From an optimization exercise on the open Yosys and OpenROAD flow, aimed at small area and a short achievable clock period; shortcuts taken in it are not production practice.
Function was checked by simulation only, so behaviour that the tests miss may differ from the original.

==> exp/garnet <==
## tv80s
module tv80s ( 
  m1_n, mreq_n, iorq_n, rd_n, wr_n, rfsh_n, halt_n, busak_n, A, dout, 
  reset_n, clk, wait_n, int_n, nmi_n, busrq_n, di
  );
  parameter Mode = 0;     
  parameter T2Write = 1;  
  parameter IOWait  = 1;  
  input         reset_n; 
  input         clk; 
  input         wait_n; 
  input         int_n; 
  input         nmi_n; 
  input         busrq_n; 
  output        m1_n; 
  output        mreq_n; 
  output        iorq_n; 
  output        rd_n; 
  output        wr_n; 
  output        rfsh_n; 
  output        halt_n; 
  output        busak_n; 
  output [15:0] A;
  input [7:0]   di;
  output [7:0]  dout;
  reg           mreq_n; 
  reg           iorq_n; 
  reg           rd_n; 
  reg           wr_n; 
  wire          cen;
  wire          intcycle_n;
  wire          no_read;
  wire          write;
  wire          iorq;
  reg [7:0]     di_reg;
  wire [6:0]    mcycle;
  wire [6:0]    tstate;
  assign    cen = 1;
  tv80_core #(Mode, IOWait) i_tv80_core
    (
     .cen (cen),
     .m1_n (m1_n),
     .iorq (iorq),
     .no_read (no_read),
     .write (write),
     .rfsh_n (rfsh_n),
     .halt_n (halt_n),
     .wait_n (wait_n),
     .int_n (int_n),
     .nmi_n (nmi_n),
     .reset_n (reset_n),
     .busrq_n (busrq_n),
     .busak_n (busak_n),
     .clk (clk),
     .IntE (),
     .stop (),
     .A (A),
     .dinst (di),
     .di (di_reg),
     .dout (dout),
     .mc (mcycle),
     .ts (tstate),
     .intcycle_n (intcycle_n)
     );  
  always @(posedge clk or negedge reset_n)
    begin
      if (!reset_n)
        begin
          rd_n   <= #1 1'b1;
          wr_n   <= #1 1'b1;
          iorq_n <= #1 1'b1;
          mreq_n <= #1 1'b1;
          di_reg <= #1 0;
        end
      else
        begin
          rd_n <= #1 1'b1;
          wr_n <= #1 1'b1;
          iorq_n <= #1 1'b1;
          mreq_n <= #1 1'b1;
          if (mcycle[0])
            begin
              if (tstate[1] || (tstate[2] && wait_n == 1'b0))
                begin
                  rd_n <= #1 ~ intcycle_n;
                  mreq_n <= #1 ~ intcycle_n;
                  iorq_n <= #1 intcycle_n;
                end
            end  
          else
            begin
  ...
clock: 10.5 ns
lec_check: 0
cap_margin: 20
core_margin: 2
core_utilization: 40
cts_buf_list: sky130_fd_sc_hd__clkbuf_4 sky130_fd_sc_hd__clkbuf_8
setup_slack_margin: 4.8
slew_margin: 20
run.sh (not shown) runs the stock make flow with config.mk's settings and CLKGATE_MAP_FILE= SYNTH_SCRIPT=/design/flow/synth_recipe.tcl, a recipe that flattens the netlist after the stock synthesis.
==> exp/juniper (differences from exp/garnet) <==
--- a/flow/design.v
+++ b/flow/design.v
@@ -1486,13 +1486,12 @@
         end
     end
   always @(*)
     begin
       IR_d = IR;
       ISet_d = ISet;
-      if (ClkEn == 1'b1)
         begin
           if (mcycle[0] && (tstate[1] | tstate[2] | tstate[3]))
             begin
               if (tstate[2] && wait_n == 1'b1)
                 begin
                   if (IntCycle == 1'b1 && IStatus == 2'b01)
@@ -1541,13 +1540,12 @@
         end
     end
   always @(*)
     begin
       IR_d1 = IR;
       ISet_d1 = ISet;
-      if (ClkEn == 1'b1)
         begin
           if (mcycle[0] && (tstate[1] | tstate[2] | tstate[3]))
             begin
               if (tstate[2] && 1'b1)
                 begin
                   if (IntCycle == 1'b1 && IStatus == 2'b01)
@@ -1611,14 +1609,13 @@
           ISet <= #1 ISet_d;
           mcycle <= #1 mcycle_d;
           NMICycle <= #1 NMICycle_d;
           IntCycle <= #1 IntCycle_d;
         end
     end
-  always @( BTR_r or DI_Reg or IncDec_16 or JumpE or PC
-	   or RegBusA or RegBusC or SP or tstate)
+  always @(*)
     begin
       if (JumpE == 1'b1 ) 
         begin
           PC16_B = { {8{DI_Reg[7]}}, DI_Reg };
         end 
       else if (BTR_r == 1'b1 ) 
@@ -1634,13 +1631,13 @@
           SP16_A = RegBusC;
           SP16_B = { {8{DI_Reg[7]}}, DI_Reg };
         end
       else
         begin
           SP16_A = SP;
-          if (IncDec_16[3] == 1'b1)
+          if (IncDec_16_qA[3] == 1'b1 || CCUse_qA[2] == 1'b1)
             SP16_B = -1;
           else
             SP16_B = 1;
         end
       ID16_B = IncDec_16[3] ? ~RegBusA : RegBusA;
       for (id_i = 0; id_i < 16; id_i = id_i + 1)
==> flow/flow/run.sh (new file) <==
#!/bin/bash
set -uo pipefail
bash standard.sh MATCH_CELL_FOOTPRINT=0 SETUP_SLACK_MARGIN=5.6 "BUFFER_PORTS_ARGS=-buffer_cell sky130_fd_sc_hd__buf_2" finish > make.log 2>&1
status=$?
tail -20 make.log
exit $status
==> flow/standard.sh (new file) <==
#!/bin/bash
# synth_recipe.tcl (not shown) runs the flow's synth.tcl, then flattens the netlist and writes it again
# the make line also repeats each setting of config.mk as NAME=value (left out here)
make -C /OpenROAD-flow-scripts/flow DESIGN_CONFIG=/design/flow/config.mk WORK_HOME=/design/flow/orfs CLKGATE_MAP_FILE= SYNTH_SCRIPT=/design/flow/synth_recipe.tcl "${@:-finish}"
- CTS_BUF_LIST: sky130_fd_sc_hd__clkbuf_4 sky130_fd_sc_hd__clkbuf_8 -> unset
- CTS_CLUSTER_DIAMETER: unset -> 80
- CTS_CLUSTER_SIZE: unset -> 20
- SETUP_SLACK_MARGIN: 4.8 -> 5.0
removed: flow/run.sh
==> metrics.yaml <==
clk_share_pct: 4.776
status: "timing/DRC/antenna clean"
max_slew_margin_pct: 20.23
worstPathMaxFanout: 35
path_buf_inv: 3
ys_types: 110
path_depth: 13
yosys.area_share.simple_pct: 20.74
Source of the figures above: exp/garnet

==> metrics.yaml <==
ys_ff_latch: 438
ys_types: 112
synth_top_area_share_pct: 19.63
die_area_um2: 91910
clk_share_pct: 3.146
path_buf_inv: 1
largestRegisters: "i_tv80_core.i_reg.RegsH x64, i_tv80_core.i_reg.RegsL x64"
critical_path_class: "reg -> reg"
path_depth: 24
status: "timing/DRC/antenna clean"
Source of the figures above: exp/juniper


* * *

==> amber: inputs <==
Another version of the RTL of tv80s (not shown whole).
export LEC_CHECK = 0
export CAP_MARGIN = 20
export CORE_MARGIN = 2
export CORE_UTILIZATION = 40
export SLEW_MARGIN = 20
create_clock -name core_clock -period 10.5 [get_ports {clk}]
Stock flow here: none of the scripts above is used.
==> pepper (differences from amber) <==
--- a/flow/design.v
+++ b/flow/design.v
@@ -286,64 +286,53 @@
   wire           I_INRC;
   wire           SetDI;
   wire           SetEI;
   wire [1:0]     IMode;
   wire           Halt;
   reg [15:0]     PC16;
   reg [15:0]     PC16_B;
-  reg [15:0]     SP16, SP16_A, SP16_B;
+  reg [15:0]     SP16, SP16_A, SP16_B, XY16;
+  reg [8:0]      XY16_lo;
   reg [15:0]     ID16_B;
   integer        id_i;
   reg            Oldnmi_n;
   wire [2:0] MCycles_nA;
-  wire [2:0] MCycles_nB;
   reg  [2:0] MCycles_qA;
-  reg  [2:0] MCycles_qB;
   wire [2:0] TStates_nA;
-  wire [2:0] TStates_nB;
   reg  [2:0] TStates_qA;
-  reg  [2:0] TStates_qB;
   wire [1:0] Prefix_nA;
   reg  [1:0] Prefix_qA;
   wire Inc_PC_nA;
   reg  Inc_PC_qA;
   wire Inc_WZ_nA;
   reg  Inc_WZ_qA;
   wire [3:0] IncDec_16_nA;
-  wire [3:0] IncDec_16_nB;
   reg  [3:0] IncDec_16_qA;
-  reg  [3:0] IncDec_16_qB;
   wire Read_To_Acc_nA;
   reg  Read_To_Acc_qA;
   wire Read_To_Reg_nA;
   reg  Read_To_Reg_qA;
   wire [3:0] Set_BusB_To_nA;
-  wire [3:0] Set_BusB_To_nB;
   reg  [3:0] Set_BusB_To_qA;
-  reg  [3:0] Set_BusB_To_qB;
   wire [3:0] Set_BusA_To_nA;
   reg  [3:0] Set_BusA_To_qA;
   wire [3:0] ALU_Op_nA;
   reg  [3:0] ALU_Op_qA;
   wire Save_ALU_nA;
   reg  Save_ALU_qA;
   wire PreserveC_nA;
   reg  PreserveC_qA;
   wire Arith16_nA;
   reg  Arith16_qA;
   wire [2:0] Set_Addr_To_nA;
-  wire [2:0] Set_Addr_To_nB;
   reg  [2:0] Set_Addr_To_qA;
-  reg  [2:0] Set_Addr_To_qB;
   wire IORQ_nA;
   reg  IORQ_qA;
   wire Jump_nA;
-  wire Jump_nB;
   reg  Jump_qA;
-  reg  Jump_qB;
   wire JumpE_nA;
   reg  JumpE_qA;
   wire JumpXY_nA;
   reg  JumpXY_qA;
   wire Call_nA;
   reg  Call_qA;
   wire RstP_nA;
@@ -386,14 +375,16 @@
   reg  I_RRD_qA;
   wire I_INRC_nA;
   reg  I_INRC_qA;
   wire SetDI_nA;
   reg  SetDI_qA;
   wire SetEI_nA;
   reg  SetEI_qA;
+  wire [3:0] CCUse_nA;
+  reg  [3:0] CCUse_qA;
   wire [1:0] IMode_nA;
   reg  [1:0] IMode_qA;
   wire Halt_nA;
   reg  Halt_qA;
   wire NoRead_nA;
   reg  NoRead_qA;
   wire Write_nA;
@@ -448,99 +439,38 @@
      .I_RRD                (I_RRD_nA),
      .I_INRC               (I_INRC_nA),
      .SetDI                (SetDI_nA),
      .SetEI                (SetEI_nA),
      .IMode                (IMode_nA),
      .Halt                 (Halt_nA),
      .NoRead               (NoRead_nA),
-     .Write                (Write_nA)
-     );
-  tv80_mcode #(Mode, Flag_C, Flag_N, Flag_P, Flag_X, Flag_H, Flag_Y, Flag_Z, Flag_S) i_mcode_cc
-    (
-     .IR                   (IR_d1),
-     .ISet                 (ISet_d1),
-     .MCycle               (mcycle_d1),
-     .CC                   (1'b1),
-     .CC2                  (1'b1),
-     .NMICycle             (NMICycle_d1),
-     .IntCycle             (IntCycle_d1),
-     .MCycles              (MCycles_nB),
-     .TStates              (TStates_nB),
-     .Prefix               (),
-     .Inc_PC               (),
-     .Inc_WZ               (),
-     .IncDec_16            (IncDec_16_nB),
-     .Read_To_Acc          (),
-     .Read_To_Reg          (),
-     .Set_BusB_To          (Set_BusB_To_nB),
-     .Set_BusA_To          (),
-     .ALU_Op               (),
-     .Save_ALU             (),
-     .PreserveC            (),
-     .Arith16              (),
-     .Set_Addr_To          (Set_Addr_To_nB),
-     .IORQ                 (),
-     .Jump                 (Jump_nB),
-     .JumpE                (),
-     .JumpXY               (),
-     .Call                 (),
-     .RstP                 (),
-     .LDZ                  (),
-     .LDW                  (),
-     .LDSPHL               (),
-     .Special_LD           (),
-     .ExchangeDH           (),
-     .ExchangeRp           (),
-     .ExchangeAF           (),
-     .ExchangeRS           (),
-     .I_DJNZ               (),
-     .I_CPL                (),
-     .I_CCF                (),
-     .I_SCF                (),
-     .I_RETN               (),
-     .I_BT                 (),
-     .I_BC                 (),
-     .I_BTR                (),
-     .I_RLD                (),
-     .I_RRD                (),
-     .I_INRC               (),
-     .SetDI                (),
-     .SetEI                (),
-     .IMode                (),
-     .Halt                 (),
-     .NoRead               (),
-     .Write                ()
+     .Write                (Write_nA),
+     .CCUse                (CCUse_nA)
      );
   always @(posedge clk or negedge reset_n)
     begin
       if (reset_n == 1'b0)
         begin
           MCycles_qA <= #1 3'd1;
-          MCycles_qB <= #1 3'd1;
           TStates_qA <= #1 3'd4;
-          TStates_qB <= #1 3'd4;
           Prefix_qA <= #1 2'd0;
           Inc_PC_qA <= #1 1'd0;
           Inc_WZ_qA <= #1 1'd0;
           IncDec_16_qA <= #1 4'd0;
-          IncDec_16_qB <= #1 4'd0;
           Read_To_Acc_qA <= #1 1'd0;
           Read_To_Reg_qA <= #1 1'd0;
           Set_BusB_To_qA <= #1 4'd0;
-          Set_BusB_To_qB <= #1 4'd0;
           Set_BusA_To_qA <= #1 4'd0;
           ALU_Op_qA <= #1 4'd0;
           Save_ALU_qA <= #1 1'd0;
           PreserveC_qA <= #1 1'd0;
           Arith16_qA <= #1 1'd0;
           Set_Addr_To_qA <= #1 3'd7;
-          Set_Addr_To_qB <= #1 3'd7;
           IORQ_qA <= #1 1'd0;
           Jump_qA <= #1 1'd0;
-          Jump_qB <= #1 1'd0;
           JumpE_qA <= #1 1'd0;
           JumpXY_qA <= #1 1'd0;
           Call_qA <= #1 1'd0;
           RstP_qA <= #1 1'd0;
           LDZ_qA <= #1 1'd0;
           LDW_qA <= #1 1'd0;
           LDSPHL_qA <= #1 1'd0;
@@ -562,40 +492,35 @@
           I_INRC_qA <= #1 1'd0;
           SetDI_qA <= #1 1'd0;
           SetEI_qA <= #1 1'd0;
           IMode_qA <= #1 2'd3;
           Halt_qA <= #1 1'd0;
           NoRead_qA <= #1 1'd0;
           Write_qA <= #1 1'd0;
+          CCUse_qA <= #1 4'd0;
         end
       else if (!(tstate[2] && wait_n == 1'b0))
         begin
           MCycles_qA <= #1 MCycles_nA;
-          MCycles_qB <= #1 MCycles_nB;
           TStates_qA <= #1 TStates_nA;
-          TStates_qB <= #1 TStates_nB;
           Prefix_qA <= #1 Prefix_nA;
           Inc_PC_qA <= #1 Inc_PC_nA;
           Inc_WZ_qA <= #1 Inc_WZ_nA;
           IncDec_16_qA <= #1 IncDec_16_nA;
-          IncDec_16_qB <= #1 IncDec_16_nB;
           Read_To_Acc_qA <= #1 Read_To_Acc_nA;
           Read_To_Reg_qA <= #1 Read_To_Reg_nA;
           Set_BusB_To_qA <= #1 Set_BusB_To_nA;
-          Set_BusB_To_qB <= #1 Set_BusB_To_nB;
           Set_BusA_To_qA <= #1 Set_BusA_To_nA;
           ALU_Op_qA <= #1 ALU_Op_nA;
           Save_ALU_qA <= #1 Save_ALU_nA;
           PreserveC_qA <= #1 PreserveC_nA;
           Arith16_qA <= #1 Arith16_nA;
           Set_Addr_To_qA <= #1 Set_Addr_To_nA;
-          Set_Addr_To_qB <= #1 Set_Addr_To_nB;
           IORQ_qA <= #1 IORQ_nA;
           Jump_qA <= #1 Jump_nA;
-          Jump_qB <= #1 Jump_nB;
           JumpE_qA <= #1 JumpE_nA;
           JumpXY_qA <= #1 JumpXY_nA;
           Call_qA <= #1 Call_nA;
           RstP_qA <= #1 RstP_nA;
           LDZ_qA <= #1 LDZ_nA;
           LDW_qA <= #1 LDW_nA;
           LDSPHL_qA <= #1 LDSPHL_nA;
@@ -617,14 +542,15 @@
           I_INRC_qA <= #1 I_INRC_nA;
           SetDI_qA <= #1 SetDI_nA;
           SetEI_qA <= #1 SetEI_nA;
           IMode_qA <= #1 IMode_nA;
           Halt_qA <= #1 Halt_nA;
           NoRead_qA <= #1 NoRead_nA;
           Write_qA <= #1 Write_nA;
+          CCUse_qA <= #1 CCUse_nA;
         end
     end
   reg [7:0] cc_sel;
   always @(posedge clk or negedge reset_n)
     begin
       if (reset_n == 1'b0)
         cc_sel <= #1 8'b00000001;
@@ -637,31 +563,35 @@
           3'd4 : cc_sel <= #1 8'b00010000;
           3'd5 : cc_sel <= #1 8'b00100000;
           3'd6 : cc_sel <= #1 8'b01000000;
           default : cc_sel <= #1 8'b10000000;
         endcase
     end
   wire cc_true = |(cc_sel & { F[7], ~F[7], F[2], ~F[2], F[0], ~F[0], F[6], ~F[6] });
-  assign mcycles_d = cc_true ? MCycles_qB : MCycles_qA;
-  assign tstates = cc_true ? TStates_qB : TStates_qA;
+  wire cc_jp   = CCUse_qA[0] & cc_true;    
+  wire cc_jr   = CCUse_qA[1] & cc_true;    
+  wire cc_call = CCUse_qA[2] & cc_true;    
+  wire cc_ret  = CCUse_qA[3] & cc_true;    
+  assign Jump        = Jump_qA | cc_jp;
+  assign mcycles_d   = cc_call ? 3'b101 : (cc_jr | cc_ret) ? 3'b011 : MCycles_qA;
+  assign IncDec_16   = cc_call ? 4'b1111 : IncDec_16_qA;
+  assign Set_Addr_To = (cc_call | cc_ret) ? aSP : Set_Addr_To_qA;
+  assign tstates     = cc_call ? 3'b100 : TStates_qA;
+  assign Set_BusB_To = cc_call ? 4'b1101 : Set_BusB_To_qA;
   assign Prefix = Prefix_qA;
   assign Inc_PC = Inc_PC_qA;
   assign Inc_WZ = Inc_WZ_qA;
-  assign IncDec_16 = cc_true ? IncDec_16_qB : IncDec_16_qA;
   assign Read_To_Acc = Read_To_Acc_qA;
   assign Read_To_Reg = Read_To_Reg_qA;
-  assign Set_BusB_To = cc_true ? Set_BusB_To_qB : Set_BusB_To_qA;
   assign Set_BusA_To = Set_BusA_To_qA;
   assign ALU_Op = ALU_Op_qA;
   assign Save_ALU = Save_ALU_qA;
   assign PreserveC = PreserveC_qA;
   assign Arith16 = Arith16_qA;
-  assign Set_Addr_To = cc_true ? Set_Addr_To_qB : Set_Addr_To_qA;
   assign iorq_i = IORQ_qA;
-  assign Jump = cc_true ? Jump_qB : Jump_qA;
   assign JumpE = JumpE_qA;
   assign JumpXY = JumpXY_qA;
   assign Call = Call_qA;
   assign RstP = RstP_qA;
   assign LDZ = LDZ_qA;
   assign LDW = LDW_qA;
   assign LDSPHL = LDSPHL_qA;
@@ -1033,15 +963,15 @@
                       if (RstP == 1'b1 ) 
                         begin
                           TmpAddr <= #1 { 10'h0, IR[5:3], 3'h0 };
                         end
                     end
                   if (tstate[3] && mcycle[5] ) 
                     begin
-                      TmpAddr <= #1 SP16;
+                      TmpAddr <= #1 XY16;
                     end
                   if ((tstate[2] && wait_n == 1'b1) || (tstate[4] && mcycle[0]) ) 
                     begin
                       if (IncDec_16[2:0] == 3'b111 ) 
                         begin
                           SP <= #1 SP16;
                         end
@@ -1556,15 +1486,14 @@
             end
         end
     end
   always @(*)
     begin
       IR_d = IR;
       ISet_d = ISet;
-      if (ClkEn == 1'b1)
         begin
           if (mcycle[0] && (tstate[1] | tstate[2] | tstate[3]))
             begin
               if (tstate[2] && wait_n == 1'b1)
                 begin
                   if (IntCycle == 1'b1 && IStatus == 2'b01)
                     IR_d = 8'b11111111;
@@ -1611,15 +1540,14 @@
             mcycle_d = { mcycle[5:0], mcycle[6] };
         end
     end
   always @(*)
     begin
       IR_d1 = IR;
       ISet_d1 = ISet;
-      if (ClkEn == 1'b1)
         begin
           if (mcycle[0] && (tstate[1] | tstate[2] | tstate[3]))
             begin
               if (tstate[2] && 1'b1)
                 begin
                   if (IntCycle == 1'b1 && IStatus == 2'b01)
                     IR_d1 = 8'b11111111;
@@ -1681,47 +1609,44 @@
           IR <= #1 IR_d;
           ISet <= #1 ISet_d;
           mcycle <= #1 mcycle_d;
           NMICycle <= #1 NMICycle_d;
           IntCycle <= #1 IntCycle_d;
         end
     end
-  always @( BTR_r or DI_Reg or IncDec_16 or JumpE or PC
-	   or RegBusA or RegBusC or SP or tstate)
+  always @(*)
     begin
       if (JumpE == 1'b1 ) 
         begin
           PC16_B = { {8{DI_Reg[7]}}, DI_Reg };
         end 
       else if (BTR_r == 1'b1 ) 
         begin
           PC16_B = -2;
         end
       else
         begin
           PC16_B = 1;
         end
-      if (tstate[3])
-        begin
-          SP16_A = RegBusC;
-          SP16_B = { {8{DI_Reg[7]}}, DI_Reg };
-        end
+      SP16_A = SP;
+      if (IncDec_16_qA[3] == 1'b1 || CCUse_qA[2] == 1'b1)
+        SP16_B = -1;
       else
-        begin
-          SP16_A = SP;
-          if (IncDec_16[3] == 1'b1)
-            SP16_B = -1;
-          else
-            SP16_B = 1;
-        end
+        SP16_B = 1;
       ID16_B = IncDec_16[3] ? ~RegBusA : RegBusA;
       for (id_i = 0; id_i < 16; id_i = id_i + 1)
         ID16[id_i] = RegBusA[id_i] ^ ((ID16_B & ((16'h1 << id_i) - 16'h1)) == ((16'h1 << id_i) - 16'h1));
       PC16 = PC + PC16_B;
       SP16 = SP16_A + SP16_B;
+      XY16_lo = { 1'b0, RegBusC[7:0] } + { 1'b0, DI_Reg };
+      case ({ XY16_lo[8], DI_Reg[7] })
+        2'b10 : XY16 = { RegBusC[15:8] + 8'd1, XY16_lo[7:0] };
+        2'b01 : XY16 = { RegBusC[15:8] - 8'd1, XY16_lo[7:0] };
+        default : XY16 = { RegBusC[15:8], XY16_lo[7:0] };
+      endcase
     end  
   always @( IntCycle or NMICycle or mcycle)
     begin
       Auto_Wait = 1'b0;
       if (IntCycle == 1'b1 || NMICycle == 1'b1 ) 
         begin
           if (mcycle[0] ) 
@@ -1734,15 +1659,15 @@
 module tv80_mcode 
   ( 
   MCycles, TStates, Prefix, Inc_PC, Inc_WZ, IncDec_16, Read_To_Reg, 
   Read_To_Acc, Set_BusA_To, Set_BusB_To, ALU_Op, Save_ALU, PreserveC, 
   Arith16, Set_Addr_To, IORQ, Jump, JumpE, JumpXY, Call, RstP, LDZ, 
   LDW, LDSPHL, Special_LD, ExchangeDH, ExchangeRp, ExchangeAF, 
   ExchangeRS, I_DJNZ, I_CPL, I_CCF, I_SCF, I_RETN, I_BT, I_BC, I_BTR, 
-  I_RLD, I_RRD, I_INRC, SetDI, SetEI, IMode, Halt, NoRead, Write, 
+  I_RLD, I_RRD, I_INRC, SetDI, SetEI, IMode, Halt, NoRead, Write, CCUse,
   IR, ISet, MCycle, CC, CC2, NMICycle, IntCycle
   );
   parameter             Mode   = 0;
   parameter             Flag_C = 0;
   parameter             Flag_N = 1;
   parameter             Flag_P = 2;
   parameter             Flag_X = 3;
@@ -1799,14 +1724,15 @@
   output                I_INRC                  ;
   output                SetDI                   ;
   output                SetEI                   ;
   output [1:0]          IMode                   ;
   output                Halt                    ;
   output                NoRead                  ;
   output                Write   ;                
+  output [3:0]          CCUse                   ;  
   reg [2:0]             MCycles                 ;
   reg [2:0]             TStates                 ;
   reg [1:0]             Prefix                  ;  
   reg                   Inc_PC                  ;
   reg                   Inc_WZ                  ;
   reg [3:0]             IncDec_16               ;  
   reg                   Read_To_Reg             ;
@@ -1845,14 +1771,15 @@
   reg                   I_INRC                  ;
   reg                   SetDI                   ;
   reg                   SetEI                   ;
   reg [1:0]             IMode                   ;
   reg                   Halt                    ;
   reg                   NoRead                  ;
   reg                   Write   ;                
+  reg [3:0]             CCUse                   ;
   parameter             aNone   = 3'b111;
   parameter             aBC     = 3'b000;
   parameter             aDE     = 3'b001;
   parameter             aXY     = 3'b010;
   parameter             aIOA    = 3'b100;
   parameter             aSP     = 3'b101;
   parameter             aZI     = 3'b110;
@@ -1948,14 +1875,15 @@
       I_INRC = 1'b0;
       SetDI = 1'b0;
       SetEI = 1'b0;
       IMode = 2'b11;
       Halt = 1'b0;
       NoRead = 1'b0;
       Write = 1'b0;
+      CCUse = 4'b0000;
       case (ISet)
         2'b00  :
           begin
             casez (IR)
               8'b01zzzzzz :
                 begin
                   if (IR[5:0] == 6'b110110)
@@ -2808,14 +2736,15 @@
                           begin
                             Inc_PC = 1'b1;
                             LDZ = 1'b1;
                           end
                         3'd2 :
                           begin
                             Inc_PC = 1'b1;
+                            CCUse[0] = 1'b1;
                             if (CC ) 
                               begin
                                 Jump = 1'b1;
                               end
                           end
                         default :;
                       endcase
@@ -2844,14 +2773,15 @@
                   if (Mode != 2 ) 
                     begin
                       MCycles = 3'd3;
                       case (MNum)  
                         3'd1 :
                           begin
                             Inc_PC = 1'b1;
+                            CCUse[1] = 1'b1;
                             MCycles = CC2 ? 3'd3 : 3'd2;
                           end
                         3'd2 :
                           begin
                             NoRead = 1'b1;
                             JumpE = 1'b1;
                             TStates = 3'd5;
@@ -2941,14 +2871,15 @@
                             Inc_PC = 1'b1;
                             LDZ = 1'b1;
                           end
                         3'd2 :
                           begin
                             Inc_PC = 1'b1;
                             LDW = 1'b1;
+                            CCUse[2] = 1'b1;
                             if (CC ) 
                               begin
                                 IncDec_16 = 4'b1111;
                                 Set_Addr_To = aSP;
                                 TStates = 3'b100;
                                 Set_BusB_To = 4'b1101;
                               end 
@@ -3089,14 +3020,15 @@
                     end 
                   else 
                     begin
                       MCycles = 3'b011;
                       case (MNum)  
                         3'd0 :
                           begin
+                            CCUse[3] = 1'b1;
                             if (CC )                              
                               begin
                                 Set_Addr_To = aSP;
                               end 
                             else 
                               begin
                                 MCycles = 3'b001;
==> flow/flow/run.sh (new file) <==
#!/bin/bash
set -uo pipefail
bash standard.sh MATCH_CELL_FOOTPRINT=0 SETUP_SLACK_MARGIN=6.0 "BUFFER_PORTS_ARGS=-buffer_cell sky130_fd_sc_hd__buf_2" finish > make.log 2>&1
status=$?
tail -20 make.log
exit $status
==> flow/standard.sh (new file) <==
#!/bin/bash
# synth_recipe.tcl (not shown) runs the flow's synth.tcl, then flattens the netlist and writes it again
# the make line also repeats each setting of config.mk as NAME=value (left out here)
make -C /OpenROAD-flow-scripts/flow DESIGN_CONFIG=/design/flow/config.mk WORK_HOME=/design/flow/orfs CLKGATE_MAP_FILE= SYNTH_SCRIPT=/design/flow/synth_recipe.tcl "${@:-finish}"
- SETUP_SLACK_MARGIN: default -> 5.0
removed: flow/run.sh
==> summary of the runs <==
Sequential share of layout area: pepper is lower than amber (3.2 points).
Of pepper and amber, pepper has the higher non-clock buffer count (gap 252).
Cell count: amber is higher than pepper (about 0.37%).
In pepper the clock skew is lower than in amber, by 7.4 ps.
Via count: amber is lower than pepper (2.0%).
Against pepper, the count of clock-buffer cells in the layout of amber is higher by 6.
Against pepper, the first-iteration DRC count of amber is lower by about 26%.
In amber the critical path depth is lower than in pepper, by 10.

-- static timing again, ports no longer ideal --
The flow's constraints put no driver on any port. The routed layouts listed below were extracted and timed again, unchanged, in two steps. Step 1: set_driving_cell puts a clkbuf_16 on clk and a buf_2 on each other input, an assumption about the parent block. Step 2 moves the port delays by t, midway between the first and last clock arrival at a register: inputs arrive t later, outputs are due t later. That takes back most of the time a late clock gives input paths. a / b / c = no drivers / after step 1 / after step 2; a / b = the first two.
run	t (ns)	setup WS [ns]	clock arrival spread, ns	slew at the worst register clock pin (ns)
exp/garnet	0.806	4.735 / 4.776 / 3.970	0.064 / 0.064	0.08 / 0.08
exp/juniper	0.672	5.404 / 5.404 / 4.966	0.043 / 0.043	0.09 / 0.09
amber	0.738	3.330 / 3.330 / 3.012	0.049 / 0.050	0.08 / 0.08
pepper	0.702	5.533 / 5.533 / 4.965	0.041 / 0.041	0.07 / 0.07
After both steps setup and hold are still met in every run listed. The setup slack of exp/garnet, which loses most, moves by +0.041 ns with the drivers and by -0.765 ns with both steps.
